Background: an optimization exercise with open tools, aiming at small area, a short achievable clock period and few clock cycles per item. Do not read the settings as production practice. Only simulation tests tie the RTL to the original design; equivalence was not proved.

Design convert_to_10, start of the top module:
module convert_to_10 (
    input wire clk,
    input wire rst,
    input wire start,
    input wire [399:0] binary,
    output reg [3:0] decimal,
    output reg valid,
    output reg done
);
Size in the first run: ~4,100 cells after synthesis, roughly 36,000 um^2 of cells after synthesis.
export LEC_CHECK = 0
export ABC_AREA = 1
export CAP_MARGIN = 20
export CORE_MARGIN = 2
export CORE_UTILIZATION = 70
export PLACE_DENSITY = 0.8
export SLEW_MARGIN = 20
create_clock -name core_clock -period 10.0 [get_ports {clk}]
standard.sh (not shown) runs the stock make flow with config.mk's settings and CLKGATE_MAP_FILE= SYNTH_SCRIPT=/design/flow/synth_recipe.tcl, a recipe that flattens the netlist after the stock synthesis.
==> flow/flow/run.sh <==
#!/bin/bash
# Standard layout with: repair_timing aiming at 7.0 ns of setup slack, port buffers made of
# the smallest buffer cell, and clock tree synthesis without dummy loads.
set -euo pipefail
export BUFFER_PORTS_ARGS="-buffer_cell sky130_fd_sc_hd__buf_1"
export SETUP_SLACK_MARGIN=7.0
export CTS_ARGS="-sink_clustering_enable -repair_clock_nets -dont_use_dummy_load -buf_list {sky130_fd_sc_hd__clkbuf_16} -sink_clustering_size 24 -sink_clustering_max_diameter 70"
bash standard.sh > standard_flow.log 2>&1
Testbench counts at the start, summed over its fixed seeds: cycles 19,456, items 128.
Edit:
==> flow/flow/run.sh (replaced) <==
#!/bin/bash
# Standard layout with: repair_timing aiming at 6.9 ns of setup slack, port buffers made of
# the smallest buffer cell, and clock tree synthesis without dummy loads.
set -euo pipefail
export BUFFER_PORTS_ARGS="-buffer_cell sky130_fd_sc_hd__buf_1"
export SETUP_SLACK_MARGIN=6.9
export CTS_ARGS="-sink_clustering_enable -repair_clock_nets -dont_use_dummy_load -buf_list {sky130_fd_sc_hd__clkbuf_16} -sink_clustering_size 30 -sink_clustering_max_diameter 90"
bash standard.sh > standard_flow.log 2>&1
What happened:
- cell count stays flat
- wire length goes down slightly
- non-clock buffer count goes down by 1
- core utilization came out lower by 0.96 points
- fmax drops slightly
- final area falls slightly
- area after synthesis stays the same
Edit:
--- a/flow/flow/run.sh
+++ b/flow/flow/run.sh
@@ -6,3 +6,3 @@
 export SETUP_SLACK_MARGIN=6.9
-export CTS_ARGS="-sink_clustering_enable -repair_clock_nets -dont_use_dummy_load -buf_list {sky130_fd_sc_hd__clkbuf_16} -sink_clustering_size 30 -sink_clustering_max_diameter 90"
+export CTS_ARGS="-sink_clustering_enable -repair_clock_nets -dont_use_dummy_load -buf_list {sky130_fd_sc_hd__clkbuf_16} -sink_clustering_size 24 -sink_clustering_max_diameter 70 -sink_clustering_levels 1"
 bash standard.sh > standard_flow.log 2>&1
Result: Count of clock-buffer cells in the layout rises by 10. Via count rises by about 0.43%. Wire length rises by 0.85%. Global-route usage went up by 0.41 points. Register-to-register slack improved by 0.03 ns. Synthesized cell count does not change. Worst hold slack gets better by 0.017 ns. Synthesized area stays the same.
Edit:
==> flow/flow/run.sh (replaced) <==
#!/bin/bash
# Standard layout with: repair_timing aiming at 6.9 ns of setup slack, port buffers made of
# the smallest buffer cell, and clock tree synthesis without dummy loads.
set -euo pipefail
export BUFFER_PORTS_ARGS="-buffer_cell sky130_fd_sc_hd__buf_1"
export SETUP_SLACK_MARGIN=6.9
export CTS_ARGS="-sink_clustering_enable -repair_clock_nets -dont_use_dummy_load -buf_list {sky130_fd_sc_hd__clkbuf_16} -sink_clustering_size 24 -sink_clustering_max_diameter 70"
bash standard.sh > standard_flow.log 2>&1
--- a/flow/config.mk
+++ b/flow/config.mk
@@ -10,4 +10,4 @@
 export CORE_MARGIN = 2
-export CORE_UTILIZATION = 70
-export PLACE_DENSITY = 0.8
+export CORE_UTILIZATION = 80
+export PLACE_DENSITY = 0.85
 export SLEW_MARGIN = 20
Effect:
- global-route usage rises by 6.3 points
- wire length grows by a few percent
- setup slack is worse by 0.028 ns
- non-clock buffer count falls by 2
Edit:
--- a/flow/config.mk
+++ b/flow/config.mk
@@ -7,7 +7,6 @@
 export LEC_CHECK = 0
-export ABC_AREA = 1
 export CAP_MARGIN = 20
 export CORE_MARGIN = 2
-export CORE_UTILIZATION = 80
-export PLACE_DENSITY = 0.85
+export CORE_UTILIZATION = 70
+export PLACE_DENSITY = 0.8
 export SLEW_MARGIN = 20
Critical path depth climbs by 10.
Area after synthesis is about the same.
Edit:
--- a/flow/flow/run.sh
+++ b/flow/flow/run.sh
@@ -6,3 +6,3 @@
 export SETUP_SLACK_MARGIN=6.9
-export CTS_ARGS="-sink_clustering_enable -repair_clock_nets -dont_use_dummy_load -buf_list {sky130_fd_sc_hd__clkbuf_16} -sink_clustering_size 24 -sink_clustering_max_diameter 70"
+export CTS_ARGS="-sink_clustering_enable -repair_clock_nets -dont_use_dummy_load -buf_list {sky130_fd_sc_hd__clkbuf_8 sky130_fd_sc_hd__clkbuf_16} -sink_clustering_size 24 -sink_clustering_max_diameter 70"
 bash standard.sh > standard_flow.log 2>&1
--- a/flow/config.mk
+++ b/flow/config.mk
@@ -7,2 +7,3 @@
 export LEC_CHECK = 0
+export ABC_AREA = 1
 export CAP_MARGIN = 20
The changed run went through all stages and came out clean; die area hardly moves; global-route usage drops by 1.0 points; sequential share of layout area came out higher by 0.81 points; cell area went down by about 6%.

==> afterwards: timing with drivers on the ports <==
No port has a modelled driver above. Below, the same layouts with a new extraction and two added sets of constraints.
Step 1 sets driving cells, clkbuf_16 on the clock port and buf_2 on the other inputs (assumed; they add their load-dependent delay and slew).
Step 2 times the ports against the registers' clock, not the clock port: input delays grow and output delays shrink by t, the midpoint of the rising clock arrivals with the driver on.
a / b / c = no drivers / after step 1 / after step 2; a / b = the first two.
| run | t (ns) | setup slack, ns | hold WS [ns] | slew at the worst register clock pin (ns) | worst slew at a driven data input, ns |
|---|---|---|---|---|---|
| the first run | 0.626 | 6.986 / 6.924 / 6.981 | 0.328 / 0.328 / 0.328 | 0.09 / 0.09 | 0.11 |
| the second run | 0.652 | 6.926 / 6.865 / 6.997 | 0.311 / 0.311 / 0.311 | 0.12 / 0.12 | 0.12 |
| the third run | 0.626 | 6.966 / 6.904 / 7.005 | 0.327 / 0.327 / 0.327 | 0.09 / 0.09 | 0.11 |
| the fourth run | 0.626 | 6.938 / 6.874 / 7.004 | 0.328 / 0.328 / 0.328 | 0.08 / 0.08 | 0.11 |
| the fifth run | 0.625 | 6.880 / 6.880 / 6.880 | 0.333 / 0.333 / 0.333 | 0.09 / 0.09 | 0.12 |
| the sixth run | 0.626 | 6.966 / 6.904 / 7.005 | 0.327 / 0.327 / 0.327 | 0.09 / 0.09 | 0.11 |
After both steps every run listed still meets setup and hold. For the first run, which loses most, drivers alone change the setup slack by -0.062 ns; drivers and shift together by -0.005 ns.
